This is an optimization exercise on Yosys and OpenROAD, whose aim is small area, a short achievable clock period and few clock cycles, not a production implementation.
At most, simulation tests tie the RTL to the original design; equivalence was not proved.
Function not checked in runs 4 and 5: the RTL went through the layout flow alone.
The clock port is modelled as an ideal driver; clocking choices that lean on that would not hold on a real chip.

==> design.v <==
`timescale 1ns/1ps
module RISC_V(clk, rst, mem_addr, mem_wdata, mem_we, mem_rdata);
    input clk, rst;
    input  [15:0] mem_rdata;
    output [15:0] mem_addr;
    output [15:0] mem_wdata;
    output        mem_we;
    reg  [15:1] fa;         
    reg  [15:0] ir;         
    reg  [7:0]  sa, sb;     
    reg         iv;         
    reg         mem;        
    reg  [15:0] ea;         
    reg  [2:0]  mrd;        
    reg         mst;        
    reg  [15:0] rf [0:7];
    integer k;
    wire [15:0] w      = mem_rdata;
    wire        w_jump = (w[14:12] == 3'b100);
    wire        w_pt   = (w[14:12] == 3'b011) & w[15];   
    wire [15:1] inc    = w_jump ? {{4{w[15]}}, w[11:1]} :
                         w_pt   ? {{12{w[15]}}, w[9], w[2:1]} : 15'd1;
    wire [15:1] fnext  = fa + inc;
    wire [2:0] op  = ir[14:12];
    wire [2:0] f3  = ir[2:0];
    wire       exv = iv & ~mem;
    wire is_r  = (op == 3'b000);
    wire is_l  = (op == 3'b001);
    wire is_s  = (op == 3'b010);
    wire is_b  = (op == 3'b011);
    wire is_i  = (op == 3'b101);
    reg [15:0] a, b;
    always @(*) begin
        a = 16'd0;
        b = 16'd0;
        for (k = 0; k < 8; k = k + 1) begin
            a = a | ({16{sa[k]}} & rf[k]);
            b = b | ({16{sb[k]}} & rf[k]);
        end
    end
    wire [15:0] immI = {{10{ir[15]}}, ir[8:6], ir[2:0]};
    wire [15:0] immS = {{10{ir[15]}}, ir[5:0]};
    wire        sub  = is_b | (is_r & ~f3[2] & (f3[1] | f3[0]));
    wire [15:0] op2  = (is_r | is_b) ? (sub ? ~b : b) : (is_s ? immS : immI);
    wire [15:0] sum  = a + op2 + {15'd0, sub};
    wire        lt   = (a[15] ^ b[15]) ? a[15] : sum[15];
    wire        eq   = (a == b);
    reg [15:0] res;
    always @(*) begin
        if (is_r & (f3 == 3'b111))      res = a & b;
        else if (is_r & (f3 == 3'b110)) res = a | b;
        else if (is_r & (f3 == 3'b010)) res = {15'd0, lt};
        else                            res = sum;
    end
    wire [4:0]  bimm  = {ir[15], ir[15], ir[9], ir[2:1]};         
    wire [4:0]  boff  = ir[15] ? (5'd1 - bimm) : (bimm - 5'd1);
    wire [15:1] alt   = fa + {{10{boff[4]}}, boff};
    wire taken    = ir[11] ? lt : (eq ^ ir[10]);
    wire redirect = exv & is_b & (taken ^ ir[15]);
    wire        ex_we = exv & (is_r | is_i);
    wire        wen   = mem ? ~mst : ex_we;
    wire [2:0]  wa    = mem ? mrd : ir[11:9];
    wire [15:0] wd    = mem ? mem_rdata : res;
    always @(posedge clk)
        if (wen) rf[wa] <= wd;
    always @(posedge clk or posedge rst) begin
        if (rst) begin
            fa  <= 15'd0;
            iv  <= 1'b0;
            mem <= 1'b0;
        end else begin
            mem <= exv & (is_l | is_s);
            if (~mem) begin
                fa <= ({15{redirect}} & alt) | ({15{~redirect}} & fnext);
                iv <= ~redirect;
            end
        end
    end
    wire keep_b = mem | (exv & is_s);
    always @(posedge clk) begin
        if (~mem)
            ir <= w;
        for (k = 0; k < 8; k = k + 1) begin
            sa[k] <= mem ? (ir[5:3] == k) : (w[5:3] == k);
            sb[k] <= keep_b ? (ir[8:6] == k) : (w[8:6] == k);
        end
        ea  <= sum;
        mrd <= ir[11:9];
        mst <= is_s;
    end
    assign mem_addr  = mem ? ea : {fa, 1'b0};
    assign mem_wdata = b;
    assign mem_we    = mem & mst;
endmodule
==> flow/run.sh <==
#!/bin/bash
# The standard layout (standard.sh, unchanged synthesis) with plain
# buffers on the ports (buffer_ports otherwise picks delay cells) and area
# recovery passes between the timing repairs. Full tool output goes to
# standard.log.
set -e
export FLOW_FLOW_DIR=$PWD/flow
export BUFFER_PORTS_ARGS="-buffer_cell sky130_fd_sc_hd__buf_1"
export POST_CTS_TCL=$FLOW_FLOW_DIR/post_cts.tcl
export POST_FLOORPLAN_TCL=$FLOW_FLOW_DIR/post_fp.tcl
bash standard.sh > standard.log 2>&1
==> flow/post_cts.tcl <==
# After CTS and its timing repair: downsize cells for area (OpenROAD's
# power recovery), then legalize the placement again. The global-route
# timing repair that follows restores the setup margin.
puts "post-CTS area recovery"
report_design_area
report_worst_slack -max
repair_timing -recover_power 100 -match_cell_footprint -verbose
report_design_area
report_worst_slack -max
detailed_placement
check_placement -verbose
==> flow/post_fp.tcl <==
# After the floorplan-stage timing repair: downsize cells for area again
# (OpenROAD's power recovery); placement and the later repairs follow.
puts "post-floorplan area recovery"
report_design_area
repair_timing -recover_power 100 -match_cell_footprint -verbose
report_design_area
==> standard.sh <==
#!/bin/bash
# synth_recipe.tcl (not shown) runs the flow's synth.tcl, then flattens the netlist and writes it again
# the make line also repeats each setting of config.mk as NAME=value (left out here)
make -C /OpenROAD-flow-scripts/flow DESIGN_CONFIG=/design/flow/config.mk WORK_HOME=/design/flow/orfs CLKGATE_MAP_FILE= SYNTH_SCRIPT=/design/flow/synth_recipe.tcl "${@:-finish}"
==> config.mk <==
export PLATFORM = sky130hd
export DESIGN_NAME = RISC_V
export DESIGN_NICKNAME = RISC_V
export VERILOG_FILES = /design/flow/design.v
export SDC_FILE = /design/flow/constraint.sdc
export NUM_CORES = 4
export LEC_CHECK = 0
export ABC_AREA = 1
export CAP_MARGIN = 20
export CORE_MARGIN = 2
export CORE_UTILIZATION = 40
export SETUP_SLACK_MARGIN = 4.2
export SLEW_MARGIN = 20
==> constraint.sdc <==
create_clock -name core_clock -period 8.0 [get_ports {clk}]
set_input_delay 1.6000 -clock core_clock [delete_from_list [all_inputs] [get_ports {clk}]]
set_output_delay 1.6000 -clock core_clock [all_outputs]
set_load 0.01 [all_outputs]
==> reports/results.ini, run 1 <==
[global_routing]
grt_antenna_before_repair = 0
track_usage_pct = 24.46
grt_pass1_wl_um = 57330
grt_max_degree = 48
grt-ovfl-total = 0
grt_pass1_vias = 10020

[sta]
fin_ws_ns = 4.267
drv_slew = 0
slew_headroom_pct = 23.15
setup-violations-final = 0
hold_violations = 0
worst_pin_slew_ns = 1.146
fin_setup_tns_ns = 0
finalCritPeriodShare_pct = 46.67
clock_skew_ns = 0.01815
fin_hold_ws_ns = 0.4501
fmax_mhz = 267.9
fin_crit_ns = 3.733
rsz0062_at_grt = yes

[floorplan]
pin_count = 51
die_h_um = 176.5
fp.dieW_um = 176.5
initial_core_util_pct = 40.38
rows = 63
core_um2 = 29480
dieArea_um2 = 31160

[yosys]
synth_area_leaders = edfxtp_1 (36%), nand2_1 (13%), ha_1 (8.0%)
synth_edf_count = 144
yosys-top-cells-count = nand2_1 (403), inv_1 (228), edfxtp_1 (144), o21ai_0 (83), ha_1 (76)
synthFlopType = edfxtp_1
yosysTopAreaCell = edfxtp_1
synthCells = 1423
ys_seq_area_share_pct = 45.95
ys_warn_count = 1
yosysMostFrequentCell = nand2_1
syn-mean-instance-area_um2 = 8.365
syn_nets = 1521
ys_types = 46
yosys.area.top_type_share_pct = 36.33
syn_area_um2 = 11900
async_reset_ff_share_pct = 8.629
synth_seq_cells = 197

[place]
place_worst_setup_slack_ns = 3.076
gp_congestion = 0.9203
hpwl_um = 26550
io_buffers = 50

[clock_network]
clock-sinks = 197
cts.clk_slew.worst_paths_ns = 0.08
cts_tree = done
worstSkewPairLatency_ns = 0.46

[worst_setup_path]
critPathKind = in2reg
cp-start-kind = input port
crit_path_max_fanout = 5
required_ns = 8.40
cp.arrival_ns = 4.14
cp-end-kind = flop

[routing]
drt_wl_total_um = 38780
dr.pass1.iters = 5
drc_errors = 0
dr.first_iter.drc_count = 1112
via_count = 10470
ant_nets = 0
via_per_inst = 5.482
wl_per_cell_um = 20.31

[job]
drv_cap = 0

[final_layout]
antenna_cells = 0
nets = 1604
drive_gt1_share_pct = 16.00
areaGrowthSynthToFinish_pct = 19.85
fillers = 2812

[min_path]
min_path_type = reg2reg

[run_status]
status = complete, no violations

## through the flow
stage / instance area (um2) / cells / utilization [%]
after floorplan: 11950 / 1423 / -
after global placement: 12450 / 1822 / 42.23
after detailed placement: 12450 / 1822 / 42.23
after global routing: 14270 / 1909 / 48.40
final: 14270 / 1909 / 48.40
## placed cells by master, fill, tap and decap left out, types with 8 or more instances in the layout
cell / n
o21ai_1: 10
xor2_1: 29
o21ai_2: 10
o2111ai_1: 10
edfxtp_1: 144
nor4_2: 17
nor4_4: 11
buf_1: 47
a21oi_1: 37
nand3_2: 11
inv_1: 214
o211ai_1: 23
nand2_1: 395
nor2_1: 50
nand4_1: 19
ha_1: 69
o21ai_0: 60
o22ai_1: 10
clkbuf_16: 17
dfxtp_4: 8
or2_2: 8
a22o_1: 18
inv_2: 10
xnor2_1: 16
dfxtp_1: 22
dfrtp_1: 17
buf_4: 49
nand3_1: 52
## sequential cells by signal, indices dropped and copies added, names as in the netlist
name and flops:
ea 16, fa 15, ir 16, iv 1, mem 1, mrd 3, mst 1, rf 128
sa 8, sb 8
## routing by layer
metal | part of all wire, % | global-route usage [%] | vias to the layer above
met5 | 0 | 0 | -
met4 | 4.1 | 10.50 | 0
met3 | 6.8 | 3.467 | 117
met2 | 48 | 41.24 | 486
met1 | 41 | 31.37 | 4949
li1 | - | - | 4913
## kinds of logic after synthesis
| family | share of synthesized area (%) |
|---|---|
| AO/OA/AOI/OAI | 11.48 |
| XOR/XNOR | 3.311 |
| adder cells (fa/ha/maj) | 8.661 |
| buffers and inverters | 9.113 |
| flip-flops | 45.95 |
| AND/OR/NAND/NOR | 21.48 |
## worst paths after layout
check	start	endpoint	slack, ns	depth (start not counted)
max	mem_rdata[12]	fa[15]	4.27	20
max in group asynchronous	rst	iv	6.25	2
min in group asynchronous	rst	fa[15]	1.24	2
min reg2reg	ir[9]	mrd[0]	0.45	0
max reg2reg	sb[5]	rf[7][14]	4.29	17
min	ir[9]	mrd[0]	0.45	0
## final cells by class
| class | count | area (um2) | area share, % |
|---|---|---|---|
| Clock inverter | 15 | 187.7 | 1.315 |
| Sequential cell | 197 | 5508 | 38.60 |
| Timing Repair inverter | 2 | 12.51 | 0.08770 |
| Inverter | 231 | 892.1 | 6.253 |
| Timing Repair Buffer | 109 | 651.9 | 4.569 |
| Multi-Input combinational cell | 948 | 6102 | 42.77 |
| Tap cell | 390 | 488.0 | 3.420 |
| Clock buffer | 17 | 425.4 | 2.982 |
## worst max-delay path, cell delays in order
cell and delay [ns]:
buf_2 0.14, inv_2 0.08, nor4_4 0.32, nor2_4 0.09
inv_2 0.11, nand2_2 0.07, ha_4 0.17, fa_2 0.36
nand3_2 0.07, nand2_2 0.07, nand4_1 0.09, nand3_2 0.10
a21boi_2 0.21, o21ai_2 0.09, a21oi_2 0.16, xor2_1 0.15
inv_1 0.05, nand2_1 0.06, nand3_1 0.06, nand2_1 0.07
Testbench counts, summed over its fixed seeds: cycles 40,390.
==> inputs of run 2 (changes only) <==
--- a/flow/run.sh
+++ b/flow/run.sh
@@ -7,5 +7,5 @@
 export FLOW_FLOW_DIR=$PWD/flow
 export BUFFER_PORTS_ARGS="-buffer_cell sky130_fd_sc_hd__buf_1"
 export POST_CTS_TCL=$FLOW_FLOW_DIR/post_cts.tcl
-export POST_FLOORPLAN_TCL=$FLOW_FLOW_DIR/post_fp.tcl
+
 bash standard.sh > standard.log 2>&1
--- a/config.mk
+++ b/config.mk
@@ -9,5 +9,5 @@
 export CAP_MARGIN = 20
 export CORE_MARGIN = 2
 export CORE_UTILIZATION = 40
-export SETUP_SLACK_MARGIN = 4.2
+export SETUP_SLACK_MARGIN = 4.4
 export SLEW_MARGIN = 20
==> reports/results.ini, run 2 <==
[run_status]
status = complete, no violations

[sta]
fin_hold_ws_ns = 0.4424
worst_pin_slew_ns = 0.9774
finalCritPeriodShare_pct = 45.68
slew_headroom_pct = 34.77
setup-violations-final = 0
drv_slew = 0
fin_setup_tns_ns = 0
hold_violations = 0
rsz0062_at_grt = yes
fmax_mhz = 273.6
fin_crit_ns = 3.654
clock_skew_ns = 0.01570

[yosys]
yosysMostFrequentCell = nand2_1
async_reset_ff_share_pct = 8.629
syn-mean-instance-area_um2 = 8.365
yosysTopAreaCell = edfxtp_1
ys_warn_count = 1
syn_area_um2 = 11900
yosys-top-cells-count = nand2_1 (403), inv_1 (228), edfxtp_1 (144), o21ai_0 (83), ha_1 (76)
ys_types = 46
synth_area_leaders = edfxtp_1 (36%), nand2_1 (13%), ha_1 (8.0%)
yosys.area.top_type_share_pct = 36.33
synthFlopType = edfxtp_1
syn_nets = 1521
synthCells = 1423
ys_seq_area_share_pct = 45.95
synth_seq_cells = 197
synth_edf_count = 144

[worst_setup_path]
r2r-end = rf[0][12]
path_cells = buf_2, a22o_1, nor4_4, nand2_1, a32oi_1, ha_2, a21oi_2, nand2_2, a21oi_4, o21ai_2, a21boi_2, o21ai_1, xor2_1, nand2_1, nand2_1, o211ai_1, o21ai_4
cp-start-kind = flop
crit_end = rf[0][12]
cp_num_buf_inv = 1
cpMostUsedCell = nand2_1
cp_top_family = compound AO/OA/AOI/OAI gates
cp.arrival_ns = 3.82
cp_slowest_cell = dfxtp_4
crit_start = sb[3]
cp.depth = 17
rr_worst_depth = 17
crit_path_max_fanout = 8
max_stage_delay_ns = 0.39
reg2reg_slack_ns = 4.35
r2r-start = sb[3]
required_ns = 8.17
critPathKind = reg2reg
cp-end-kind = flop

[final_layout]
multiInputGateArea_um2 = 6261
largest_register_ffs = 128
antenna_cells = 0
reg.largest.list = rf: 128 flops, ea: 16 flops, ir: 16 flops
most-common-layout-cells = nand2_1 (385), inv_1 (204), edfxtp_1 (144), buf_4 (67), ha_1 (66)
areaGrowthSynthToFinish_pct = 23.58
final_common_cell = nand2_1
top_register = rf
drive_gt1_share_pct = 19.81
fillers = 2754
fin_cells = 1935
regArea_um2 = 5507
nets = 1630

[place]
post-place-cells = 1822
gp_congestion = 0.9004
io_buffers = 50
hpwl_um = 26140

[floorplan]
fp.dieW_um = 176.5
pin_count = 51
die_h_um = 176.5
core_um2 = 29480
initial_core_util_pct = 40.38
rows = 63
dieArea_um2 = 31160

[min_path]
min_from = ir[10]
min_path_type = reg2reg

[global_routing]
grt_pass1_vias = 9945
grt-ovfl-total = 0
grt_max_degree = 58
grt_pass1_wl_um = 56590
grt_antenna_before_repair = 0
track_usage_pct = 24.13

[clock_network]
clock-sinks = 197
worstSkewPairLatency_ns = 0.45
cts.clk_slew.worst_paths_ns = 0.07
cts_tree = done

[routing]
dr.pass1.iters = 6
drt_wl_total_um = 38810
via_per_inst = 5.439
drc_errors = 0
dr.first_iter.drc_count = 1139
wl_per_cell_um = 20.06
ant_nets = 0
via_count = 10520

[job]
drv_cap = 0

-- run 2: cell counts after synthesis --
Identical to the previous run, type by type.
-- run 2: cell families (layout without fill, tap and decap cells) --
group	after synthesis	count (layout)	share of synthesized area, %
AO/OA/AOI/OAI	219	219	11.48
XOR/XNOR	45	45	3.311
adder cells (fa/ha/maj)	80	80	8.661
buffers and inverters	280	400	9.113
flip-flops	197	197	45.95
AND/OR/NAND/NOR	602	604	21.48
-- run 2: cell type report --
type,count,area share [%]
Timing Repair inverter,1,0.03402
Timing Repair Buffer,136,6.464
Tap cell,390,3.317
Multi-Input combinational cell,948,42.56
Clock buffer,17,2.892
Sequential cell,197,37.43
Inverter,231,6.098
Clock inverter,15,1.199
-- run 2: per-stage QoR --
stage	cell area, um2	setup WS [ns]	util (%)
3_3_place_gp	12500	3.488	42.39
5_1_grt	14710	4.154	49.90
2_1_floorplan	11980	4.184	-
3_5_place_dp	12500	3.423	42.39
6_report	14710	4.346	49.90
-- run 2: worst min path at each step --
stage,slack (ns),cells after the start,end
floorplan,0.36,0,mrd[0]
global route,0.45,0,mrd[1]
global placement,0.43,0,mrd[1]
detailed placement,0.42,0,mrd[1]
finish,0.44,0,mrd[1]
-- run 2: metal layers --
metal,vias up,routed length [um],GRT usage (%)
met1,4976,15610,30.72
li1,4955,-,-
met4,0,1934,12.53
met3,101,2658,3.230
met5,-,0,0
met2,492,18610,40.07
==> inputs of run 3 (changes only) <==
==> flow/run.sh (replaced) <==
#!/bin/bash
# The standard layout (standard.sh) with three changes:
# - synthesis leaves adders to ABC instead of mapping them onto the
#   library's full/half-adder cells (ADDER_MAP_FILE empty); the registers
#   are the standard synthesis's;
# - plain buffers on the ports (buffer_ports otherwise picks delay cells);
# - after the post-CTS timing repair, OpenROAD's power recovery (downsizing), after which the global-route repair restores the setup margin.
# Full tool output goes to standard.log.
set -e
export FLOW_FLOW_DIR=$PWD/flow
export ADDER_MAP_FILE=
export BUFFER_PORTS_ARGS="-buffer_cell sky130_fd_sc_hd__buf_1"
export POST_CTS_TCL=$FLOW_FLOW_DIR/post_cts.tcl
bash standard.sh > standard.log 2>&1
--- a/config.mk
+++ b/config.mk
@@ -9,5 +9,5 @@
 export CAP_MARGIN = 20
 export CORE_MARGIN = 2
 export CORE_UTILIZATION = 40
-export SETUP_SLACK_MARGIN = 4.4
+export SETUP_SLACK_MARGIN = 4.5
 export SLEW_MARGIN = 20
removed: flow/post_fp.tcl
==> reports/results.ini, run 3 <==
[sta]
slew_headroom_pct = 25.74
worst_pin_slew_ns = 1.102
finalCritPeriodShare_pct = 44.20
fmax_mhz = 282.8
drv_slew = 0
fin_crit_ns = 3.536
fin_setup_tns_ns = 0
fin_ws_ns = 4.464
hold_violations = 0
setup-violations-final = 0
clock_skew_ns = 0.01901
rsz0062_at_grt = yes

[global_routing]
grt_pass1_wl_um = 58430
track_usage_pct = 24.97
grt_pass1_vias = 10150
grt_antenna_before_repair = 0
grt-ovfl-total = 0
grt_max_degree = 53

[yosys]
async_reset_ff_share_pct = 8.629
ys_seq_area_share_pct = 45.72
ys_types = 50
yosys-top-cells-count = nand2_1 (693), inv_1 (156), edfxtp_1 (144), nor2_1 (132), nand3_1 (72)
syn_nets = 1654
synth_area_leaders = edfxtp_1 (36%), nand2_1 (22%), dfxtp_1 (6.0%)
synth_edf_count = 144
synthFlopType = edfxtp_1
syn-mean-instance-area_um2 = 7.313
yosysTopAreaCell = edfxtp_1
ys_warn_count = 1
yosysMostFrequentCell = nand2_1
synth_seq_cells = 197
yosys.area.top_type_share_pct = 36.14
synthCells = 1636
syn_area_um2 = 11960

[final_layout]
most-common-layout-cells = nand2_1 (666), inv_1 (146), edfxtp_1 (144), nor2_1 (121), nand3_1 (70)
nets = 1739
final_common_cell = nand2_1
drive_gt1_share_pct = 14.36
post-route-util_pct = 47.69
top_register = rf
fillers = 2938
fin_cells = 2124
antenna_cells = 0
reg.largest.list = rf: 128 flops, ea: 16 flops, ir: 16 flops
areaGrowthSynthToFinish_pct = 17.83
fin_area_um2 = 14100
largest_register_ffs = 128

[floorplan]
core_um2 = 29560
rows = 63
dieArea_um2 = 31310
die_h_um = 176.9
fp.dieW_um = 176.9
initial_core_util_pct = 40.47
pin_count = 51

[worst_setup_path]
cp_num_buf_inv = 3
crit_start = mem_rdata[14]
cp-end-kind = flop
path_cells = buf_12, inv_12, nor3_4, clkinv_4, nand2_8, o211ai_1, or2_4, o21ai_4, a21oi_2, o211ai_1, nand3b_1, o21ai_2, xor2_1, nand2_1, nand3_1, nand2_1
critPathKind = in2reg
max_stage_delay_ns = 0.30
cp.depth = 16
crit_end = fa[15]
cp.arrival_ns = 3.87
required_ns = 8.34
cp-start-kind = input port
rr_worst_depth = 20
reg2reg_slack_ns = 4.62
r2r-end = rf[3][14]
r2r-start = ir[14]
cp_slowest_cell = or2_4
crit_path_max_fanout = 6
cp_top_family = simple AND/OR/NAND/NOR gates

[place]
io_buffers = 50
placed_area_um2 = 12440
post-place-cells = 2025
hpwl_um = 27020
place_worst_setup_slack_ns = 3.707
gp_congestion = 0.9316

[routing]
ant_nets = 0
via_per_inst = 5.367
dr.pass1.iters = 5
drt_wl_total_um = 40290
dr.first_iter.drc_count = 1153
via_count = 11400
wl_per_cell_um = 18.97
drc_errors = 0

[job]
drv_cap = 0

[clock_network]
cts.clk_slew.worst_paths_ns = 0.08
clock-sinks = 197
worstSkewPairLatency_ns = 0.46
cts_tree = done

[run_status]
status = complete, no violations

[min_path]
min_path_type = reg2reg

[run 3: cell types whose count changed after synthesis, moves of 13 or more]
cell      change
nor4_1       -32
nor2_1       +79
buf_2        +21
nand2_1     +290
inv_1        -72
a22o_1       -13
o21ai_0      -13
ha_1         -76
clkbuf_1     -16
nand4_1      +24
[run 3: per-stage QoR]
step / hold slack, ns
2_1_floorplan: 0.3855
3_3_place_gp: 0.4007
3_5_place_dp: 0.4080
5_1_grt: 0.4338
6_report: 0.4258
[run 3: logic make-up after synthesis]
logic type                share of synthesized area, %
and+or+nand+nor                                  34.61
buffers and inverters                            8.074
DFF                                              45.72
AOI/OAI and AO/OA                                8.011
xor gates and xnor gates                         3.587
[run 3: worst min path at each step]
stage | startpoint | endpoint | slack (ns) | cells past startpoint
after floorplan | ir[10] | mrd[1] | 0.39 | 0
after global placement | ir[10] | mrd[1] | 0.40 | 0
after detailed placement | ir[10] | mrd[1] | 0.41 | 0
after global routing | ir[10] | mrd[1] | 0.43 | 0
final | ir[10] | mrd[1] | 0.43 | 0
[run 3: routing by layer]
| metal | vias to the layer above | part of all wire [%] | global-route usage (%) |
|---|---|---|---|
| li1 | 5487 | - | - |
| met1 | 5340 | 42 | 32.14 |
| met2 | 480 | 47 | 41.76 |
| met3 | 92 | 6.6 | 3.028 |
| met4 | 0 | 4.3 | 11.88 |
| met5 | - | 0 | 0 |
[run 3: layout make-up]
cell class / instances / area, um2 / share of cell area [%]
Clock buffer: 17 / 425.4 / 3.018
Clock inverter: 15 / 202.7 / 1.438
Inverter: 166 / 654.4 / 4.642
Multi-Input combinational cell: 1218 / 6001 / 42.57
Sequential cell: 197 / 5514 / 39.11
Tap cell: 390 / 488.0 / 3.461
Timing Repair Buffer: 119 / 799.5 / 5.671
Timing Repair inverter: 2 / 12.51 / 0.08875
==> inputs of run 4 (changes only) <==
==> design.v (replaced) <==
`timescale 1ns/1ps
module RISC_V(clk, rst, mem_addr, mem_wdata, mem_we, mem_rdata);
    input clk, rst;
    input  [15:0] mem_rdata;
    output [15:0] mem_addr;
    output [15:0] mem_wdata;
    output        mem_we;
    reg  [15:1] fa;         
    reg  [15:0] ir;         
    reg         iv;         
    reg         mem;        
    reg  [15:0] ea;         
    reg  [2:0]  mrd;        
    reg         mst;        
    reg  [15:0] rf [0:7];
    reg  [7:0]  sa;         
    reg  [8:0]  sb;         
    reg         c_sub;      
    reg         c_sum, c_and, c_or, c_slt;    
    reg         c_we;       
    reg         c_mem;      
    reg         c_st;       
    reg         c_br;       
    integer k;
    wire [15:0] d    = mem ? ir : mem_rdata;
    wire [2:0]  dop  = d[14:12];
    wire        d_r  = (dop == 3'b000);
    wire        d_l  = (dop == 3'b001);
    wire        d_s  = (dop == 3'b010);
    wire        d_b  = (dop == 3'b011);
    wire        d_i  = (dop == 3'b101);
    wire        d_imm = d_l | d_s | d_i;
    wire [15:0] w      = mem_rdata;
    wire        w_jump = (w[14:12] == 3'b100);
    wire        w_pt   = (w[14:12] == 3'b011) & w[15];   
    wire [15:1] fp1    = fa + 15'd1;
    wire [15:1] tj     = fa + {{4{w[15]}}, w[11:1]};
    wire [4:0]  blo    = {1'b0, fa[4:1]} + {1'b0, 1'b1, w[9], w[2:1]};
    wire [15:5] fm1    = fa[15:5] - 11'd1;
    wire [15:1] tb     = {blo[4] ? fa[15:5] : fm1, blo[3:0]};
    wire [15:1] fnext  = ({15{w_jump}} & tj) | ({15{w_pt}} & tb) |
                         ({15{~w_jump & ~w_pt}} & fp1);
    wire       exv = iv & ~mem;
    reg [15:0] a, b;
    wire [15:0] imm = c_st ? {{10{ir[15]}}, ir[5:0]}
                           : {{10{ir[15]}}, ir[8:6], ir[2:0]};
    always @(*) begin
        a = 16'd0;
        b = {16{sb[8]}} & imm;
        for (k = 0; k < 8; k = k + 1) begin
            a = a | ({16{sa[k]}} & rf[k]);
            b = b | ({16{sb[k]}} & rf[k]);
        end
    end
    wire [15:0] sum  = a + (b ^ {16{c_sub}}) + {15'd0, c_sub};
    wire        lt   = (a[15] ^ b[15]) ? a[15] : sum[15];
    wire        eq   = (a == b);
    wire [15:0] wd = ({16{c_sum & ~mem}} & sum) |
                     ({16{c_and & ~mem}} & (a & b)) |
                     ({16{c_or  & ~mem}} & (a | b)) |
                     {15'd0, c_slt & ~mem & lt} |
                     ({16{mem}} & mem_rdata);
    wire [4:0]  bimm  = {ir[15], ir[15], ir[9], ir[2:1]};   
    wire [4:0]  boff  = ir[15] ? (5'd1 - bimm) : (bimm - 5'd1);
    wire [15:1] alt   = fa + {{10{boff[4]}}, boff};
    wire taken    = ir[11] ? lt : (eq ^ ir[10]);
    wire redirect = exv & c_br & (taken ^ ir[15]);
    wire        wen   = mem ? ~mst : (exv & c_we);
    wire [2:0]  wa    = mem ? mrd : ir[11:9];
    always @(posedge clk)
        if (wen) rf[wa] <= wd;
    always @(posedge clk or posedge rst) begin
        if (rst) begin
            fa  <= 15'd0;
            iv  <= 1'b0;
            mem <= 1'b0;
        end else begin
            mem <= exv & c_mem;
            if (~mem) begin
                fa <= ({15{redirect}} & alt) | ({15{~redirect}} & fnext);
                iv <= ~redirect;
            end
        end
    end
    wire keep_b = ~mem & exv & c_st;
    always @(posedge clk) begin
        if (~mem)
            ir <= mem_rdata;
        for (k = 0; k < 8; k = k + 1) begin
            sa[k] <= (d[5:3] == k);
            sb[k] <= keep_b ? (ir[8:6] == k) : (~d_imm & (d[8:6] == k));
        end
        sb[8] <= ~keep_b & d_imm;
        c_sub <= d_b | (d_r & ~d[2] & (d[1] | d[0]));
        c_sum <= ~(d_r & (d[2:0] == 3'b111 || d[2:0] == 3'b110 || d[2:0] == 3'b010));
        c_and <= d_r & (d[2:0] == 3'b111);
        c_or  <= d_r & (d[2:0] == 3'b110);
        c_slt <= d_r & (d[2:0] == 3'b010);
        c_we  <= d_r | d_i;
        c_mem <= d_l | d_s;
        c_st  <= d_s;
        c_br  <= d_b;
        ea  <= sum;
        mrd <= ir[11:9];
        mst <= c_st;
    end
    assign mem_addr  = mem ? ea : {fa, 1'b0};
    assign mem_wdata = b;
    assign mem_we    = mem & mst;
endmodule
==> run.sh (new file) <==
#!/bin/bash
# synth_recipe.tcl (not shown) runs the flow's synth.tcl, then flattens the netlist and writes it again
# the make line also repeats each setting of config.mk as NAME=value (left out here)
make -C /OpenROAD-flow-scripts/flow DESIGN_CONFIG=/design/flow/config.mk WORK_HOME=/design/flow/orfs CLKGATE_MAP_FILE= SYNTH_SCRIPT=/design/flow/synth_recipe.tcl finish
--- a/config.mk
+++ b/config.mk
@@ -5,9 +5,8 @@
 export SDC_FILE = /design/flow/constraint.sdc
 export NUM_CORES = 4
 export LEC_CHECK = 0
-export ABC_AREA = 1
 export CAP_MARGIN = 20
 export CORE_MARGIN = 2
 export CORE_UTILIZATION = 40
-export SETUP_SLACK_MARGIN = 4.5
+export SETUP_SLACK_MARGIN = 4
 export SLEW_MARGIN = 20
removed: flow/run.sh
removed: flow/post_cts.tcl
removed: standard.sh
==> reports/results.ini, run 4 <==
[clock_network]
numCtsBuffers = 24
clockBufferDepth = 3
htree_levels = 1
cts-root-buf = clkbuf_16
clock-sinks = 207
ctsHoldBuffers = 0
cts.clk_slew.worst_paths_ns = 0.06
cts_tree = done
worstSkewPairLatency_ns = 0.54

[floorplan]
core_um2 = 28780
fp.dieW_um = 175.4
rows = 62
die_h_um = 175.4
dieArea_um2 = 30760
initial_core_util_pct = 40.83
pin_count = 51

[sta]
setup-violations-final = 0
fin_setup_tns_ns = 0
clock_skew_ns = 0.01973
drv_slew = 0
hold_violations = 0
slew_headroom_pct = 32.45
finalCritPeriodShare_pct = 52.45
rsz0062_at_grt = yes
fin_crit_ns = 4.196
fmax_mhz = 238.3
worst_pin_slew_ns = 1.010

[yosys]
ys_seq_area_share_pct = 47.24
async_reset_ff_share_pct = 8.213
synth_seq_cells = 207
yosys-top-cells-count = edfxtp_1 (132), a22oi_1 (106), ha_1 (80), inv_1 (78), nor2_1 (71)
yosysMostFrequentCell = edfxtp_1
synth_area_leaders = edfxtp_1 (34%), dfxtp_1 (9.9%), ha_1 (8.5%)
synth_edf_count = 132
synthCells = 1130
synthFlopType = edfxtp_1
yosysTopAreaCell = edfxtp_1
ys_types = 75
syn_area_um2 = 11750
ys_warn_count = 1
syn-mean-instance-area_um2 = 10.40
syn_nets = 1231
yosys.area.top_type_share_pct = 33.73

[worst_setup_path]
cp_top_family = buffers and inverters
cpMostUsedCell = buf_6
reg2reg_slack_ns = 3.98
max_stage_delay_ns = 0.42
cp-start-kind = input port
critPathKind = in2reg
crit_path_max_fanout = 2
cp_num_buf_inv = 17
cp_slowest_cell = fa_2
cp-end-kind = flop
required_ns = 8.45
path_cells = buf_8, ha_4, fa_2, a211oi_4, nand2_1, buf_4, buf_6, buf_6, buf_6, buf_6, buf_6, buf_6, buf_6, buf_6, buf_6, buf_6, buf_6, buf_6, buf_6, buf_6, buf_6, a21oi_4, a221oi_2, o21ai_1
cp.arrival_ns = 4.65

[final_layout]
most-common-layout-cells = edfxtp_1 (132), a22oi_1 (105), inv_1 (78), ha_1 (75), nor2_1 (65)
fin_cells = 1628
nets = 1327
final_common_cell = edfxtp_1
antenna_cells = 0
largest_register_ffs = 128
areaGrowthSynthToFinish_pct = 24.65
drive_gt1_share_pct = 20.18
top_register = rf
reg.largest.list = rf: 128 flops, ea: 16 flops, ir: 16 flops

[routing]
dr.pass1.iters = 7
dr.first_iter.drc_count = 1178
drt_wl_total_um = 39610
drc_errors = 0
wl_per_cell_um = 24.33
via_per_inst = 6.219
via_count = 10130
ant_nets = 0

[global_routing]
grt_pass1_vias = 9669
grt_pass1_wl_um = 57910
grt_max_degree = 58
track_usage_pct = 24.85
grt_antenna_before_repair = 1
grt-ovfl-total = 0

[place]
hpwl_um = 25550
post-place-cells = 1517
io_buffers = 50
gp_congestion = 0.8834

[run_status]
status = complete, no violations

[job]
drv_cap = 0

[min_path]
min_path_type = reg2reg

## run 4: metal layers
layer | part of all wire, % | GRT usage [%] | wire [um]
met5 | 0 | 0 | 0
met4 | 3.7 | 8.750 | 1465
met3 | 9.7 | 4.589 | 3849
met2 | 46 | 40.73 | 18240
met1 | 41 | 32.98 | 16050
## run 4: per-stage QoR
stage | cell area [um2] | utilization (%) | worst slack [ns] | hold slack [ns]
finish | 14650 | 50.89 | 3.804 | 0.4314
global route | 14650 | 50.89 | 3.703 | 0.4416
CTS | 14160 | 49.20 | 3.884 | 0.4305
detailed placement | 12680 | 44.05 | 2.657 | 0.4205
global placement | 12670 | 44.01 | 2.687 | 0.4200
floorplan | 11820 | - | 3.450 | 0.3290
## run 4: area by class of cell
cell class | count | area, um2
clock buffers | 30 | 686.9
clock inverters | 14 | 145.1
repair buffers | 131 | 1255
multi-input cells | 783 | 6166
inverters | 79 | 296.5
fillers | 2539 | 14130
flip-flops and latches | 207 | 5617
well taps | 384 | 480.5
## run 4: worst paths after layout
| kind | from | to | cells after the start |
|---|---|---|---|
| worst max register to register | rf[0][2] | fa[5] | 16 |
| worst min-delay path | c_st | mst | 0 |
| worst min register to register | c_st | mst | 0 |
| worst max-delay path | mem_rdata[1] | fa[5] | 24 |
| min in group asynchronous | rst | mem | 2 |
| max in group asynchronous | rst | mem | 2 |
## run 4: cell families after synthesis
family                   Yosys count  synth area share (%)
buffers and inverters            142                 4.706
AND/OR/NAND/NOR                  257                 10.72
flip-flops                       207                 47.24
multiplexers                      24                 2.183
AO/OA/AOI/OAI                    357                 21.65
XOR/XNOR                          60                 4.472
adder cells (fa/ha/maj)           83                 9.030
## run 4: timing repair
item,in CTS,in global routing
buffers inserted,50,14
cloned,0,3
gates resized for setup,102,75
pin swaps,25,54
setup endpoints to repair,152,75
==> inputs of run 5 (changes only) <==
--- a/config.mk
+++ b/config.mk
@@ -5,6 +5,7 @@
 export SDC_FILE = /design/flow/constraint.sdc
 export NUM_CORES = 4
 export LEC_CHECK = 0
+export ABC_AREA = 1
 export CAP_MARGIN = 20
 export CORE_MARGIN = 2
 export CORE_UTILIZATION = 40
==> reports/results.ini, run 5 <==
[run_status]
status = complete, no violations

[yosys]
yosys-top-cells-count = nand2_1 (360), inv_1 (203), edfxtp_1 (132), o21ai_0 (101), ha_1 (80)
async_reset_ff_share_pct = 8.213
ys_types = 52
synthCells = 1479
yosysTopAreaCell = edfxtp_1
yosys.area.top_type_share_pct = 31.47
syn_nets = 1580
ys_warn_count = 1
synthFlopType = edfxtp_1
yosysMostFrequentCell = nand2_1
synth_edf_count = 132
synth_seq_cells = 207
syn-mean-instance-area_um2 = 8.516
ys_seq_area_share_pct = 44.07
synth_area_leaders = edfxtp_1 (31%), nand2_1 (11%), dfxtp_1 (9.2%)
syn_area_um2 = 12590

[worst_setup_path]
crit_path_max_fanout = 5
required_ns = 6.40
max_stage_delay_ns = 0.53
cp_top_family = simple AND/OR/NAND/NOR gates
cp_num_buf_inv = 2
cp-start-kind = flop
cp-end-kind = output pin
r2r-end = fa[15]
cp.arrival_ns = 2.37
critPathKind = reg2out
rr_worst_depth = 14
r2r-start = sa[6]
path_cells = nand2_4, o21ai_0, a21oi_1, nand4_1, nor4_4, inv_2, buf_6
reg2reg_slack_ns = 4.10
cp_slowest_cell = edfxtp_1

[job]
drv_cap = 0

[final_layout]
areaGrowthSynthToFinish_pct = 17.85
nets = 1654
top_register = rf
final_common_cell = nand2_1
antenna_cells = 0
drive_gt1_share_pct = 13.37
most-common-layout-cells = nand2_1 (359), inv_1 (199), edfxtp_1 (132), o21ai_0 (97), ha_1 (79)
fin_cells = 1967
fillers = 2880
largest_register_ffs = 128
reg.largest.list = rf: 128 flops, ea: 16 flops, ir: 16 flops

[sta]
fmax_mhz = 251.6
drv_slew = 0
fin_setup_tns_ns = 0
setup-violations-final = 0
clock_skew_ns = 0.01230
slew_headroom_pct = 34.82
fin_hold_ws_ns = 0.3952
worst_pin_slew_ns = 0.9675
fin_crit_ns = 3.975
finalCritPeriodShare_pct = 49.68
rsz0062_at_grt = yes
hold_violations = 0

[routing]
ant_nets = 0
dr.pass1.iters = 6
dr.first_iter.drc_count = 865
drt_wl_total_um = 38620
drc_errors = 0
via_count = 10770
via_per_inst = 5.475
wl_per_cell_um = 19.63

[floorplan]
initial_core_util_pct = 40.85
fp.dieW_um = 181.4
core_um2 = 30830
rows = 64
pin_count = 51
dieArea_um2 = 32920
die_h_um = 181.4

[clock_network]
numCtsBuffers = 24
worstSkewPairLatency_ns = 0.54
cts.clk_slew.worst_paths_ns = 0.06
cts-root-buf = clkbuf_16
clock-sinks = 207
cts_tree = done
clockBufferDepth = 3
htree_levels = 1

[min_path]
whs_path_depth = 2
min_from = c_mem
whs_endpoint = mem
min_path_type = reg2reg

[place]
hpwl_um = 26840
io_buffers = 50
post-place-cells = 1894
gp_congestion = 0.9229

[global_routing]
grt_antenna_before_repair = 0
grt_max_degree = 46
track_usage_pct = 23.10
grt-ovfl-total = 0
grt_pass1_wl_um = 58590
grt_pass1_vias = 10210

-- run 5: cell count changes in the layout (fill, tap and decap cells not counted), moves of 18 or more --
cell     delta
nand3_1    +35
o21ai_0    +69
nand2_1   +298
xnor2_1    -34
inv_1     +121
a22oi_1   -105
buf_6      -20
a22o_1     +18
a21oi_1    +21
xor2_1     +24
-- run 5: cells by family (layout without fill, tap and decap cells) --
logic type | count (synthesis) | after routing | synth area share, %
xor+xnor | 48 | 48 | 3.338
simple gates | 614 | 615 | 22.68
buf+inv | 259 | 350 | 8.494
flops | 207 | 207 | 44.07
fa+ha+maj | 83 | 83 | 8.424
mux | 1 | 1 | 0.07948
compound gates | 267 | 267 | 12.91
-- run 5: worst max-delay path by stage --
stage	startpoint	endpoint	slack [ns]	cells past startpoint
floorplan	mem_rdata[1]	fa[15]	4.13	16
detailed placement	mem_rdata[1]	fa[15]	3.20	17
finish	ir[15]	mem_wdata[6]	4.03	7
CTS	ir[15]	mem_wdata[6]	3.86	7
global route	ir[15]	fa[4]	3.89	22
global placement	mem_rdata[1]	fa[15]	3.26	17
-- run 5: routing by layer --
layer | up-vias | part of all wire (%) | global-route usage [%]
met2 | 419 | 47 | 38.24
met4 | 0 | 4.3 | 9.593
met1 | 5082 | 42 | 30.74
li1 | 5167 | - | -
met3 | 102 | 6.6 | 2.848
met5 | - | 0 | 0
-- run 5: area by class of cell --
cell class                 count  area [um2]  area share [%]
tap                          396       495.5           3.338
multi-input combinational   1014        6337           42.70
clock inverter                11       102.6          0.6912
sequential                   207        5568           37.51
inverter                     211       799.5           5.386
timing repair buffer          95       882.1           5.943
clock buffer                  33       658.1           4.434
-- run 5: worst min-delay path, delay by kind of cell (launching register included) --
| family | cells | cell delay, ns |
|---|---|---|
| DFF | 1 | 0.29 |
| buffers and inverters | 1 | 0.04 |
| and+or+nand+nor | 1 | 0.03 |
-- run 5: timing repair --
action | CTS | global route
hold buffers | 0 | 0
resized for setup | 59 | 37
cloned | 0 | 1
endpoints found under the setup margin | 92 | 65
buffers inserted | 15 | 13
pin swaps | 11 | 18
-- run 5: stage by stage --
stage                     area, um2  worst slack [ns]  util [%]
after global routing          14840             3.885     48.15
final                         14840             4.025     48.15
after CTS                     14620             3.859     47.43
after detailed placement      13480             3.200     43.73
after floorplan               12590             4.132         -
after global placement        13480             3.260     43.73

## port drivers added, routing unchanged
No port has a modelled driver above. Below, the same layouts with a new extraction and two added sets of constraints. Step 1 sets driving cells, clkbuf_16 on the clock port and buf_2 on the other inputs (assumed; they add their load-dependent delay and slew). Step 2 also shifts input and output timing later by t, the mid clock arrival at the registers, as if the neighbouring blocks saw the same clock. a / b / c = ideal ports / drivers / drivers and shift; a / b = the first two.
| run | shift t [ns] | slack for setup (ns) | clock arrival spread, ns | slew at the worst register clock pin (ns) | worst slew at a driven data input, ns |
|---|---|---|---|---|---|
| run 1 | 0.502 | 4.267 / 4.290 / 3.788 | 0.018 / 0.018 | 0.08 / 0.08 | 0.06 |
| run 2 | 0.491 | 4.346 / 4.346 / 3.902 | 0.015 / 0.016 | 0.09 / 0.09 | 0.05 |
| run 3 | 0.495 | 4.464 / 4.441 / 3.945 | 0.019 / 0.019 | 0.09 / 0.09 | 0.08 |
| run 4 | 0.577 | 3.804 / 3.812 / 3.236 | 0.020 / 0.019 | 0.06 / 0.06 | 0.05 |
| run 5 | 0.579 | 4.025 / 3.976 / 3.622 | 0.012 / 0.012 | 0.07 / 0.07 | 0.05 |
After both steps every run listed still meets setup and hold. For run 4, which loses most, drivers alone change the setup slack by +0.008 ns; drivers and shift together by -0.568 ns.
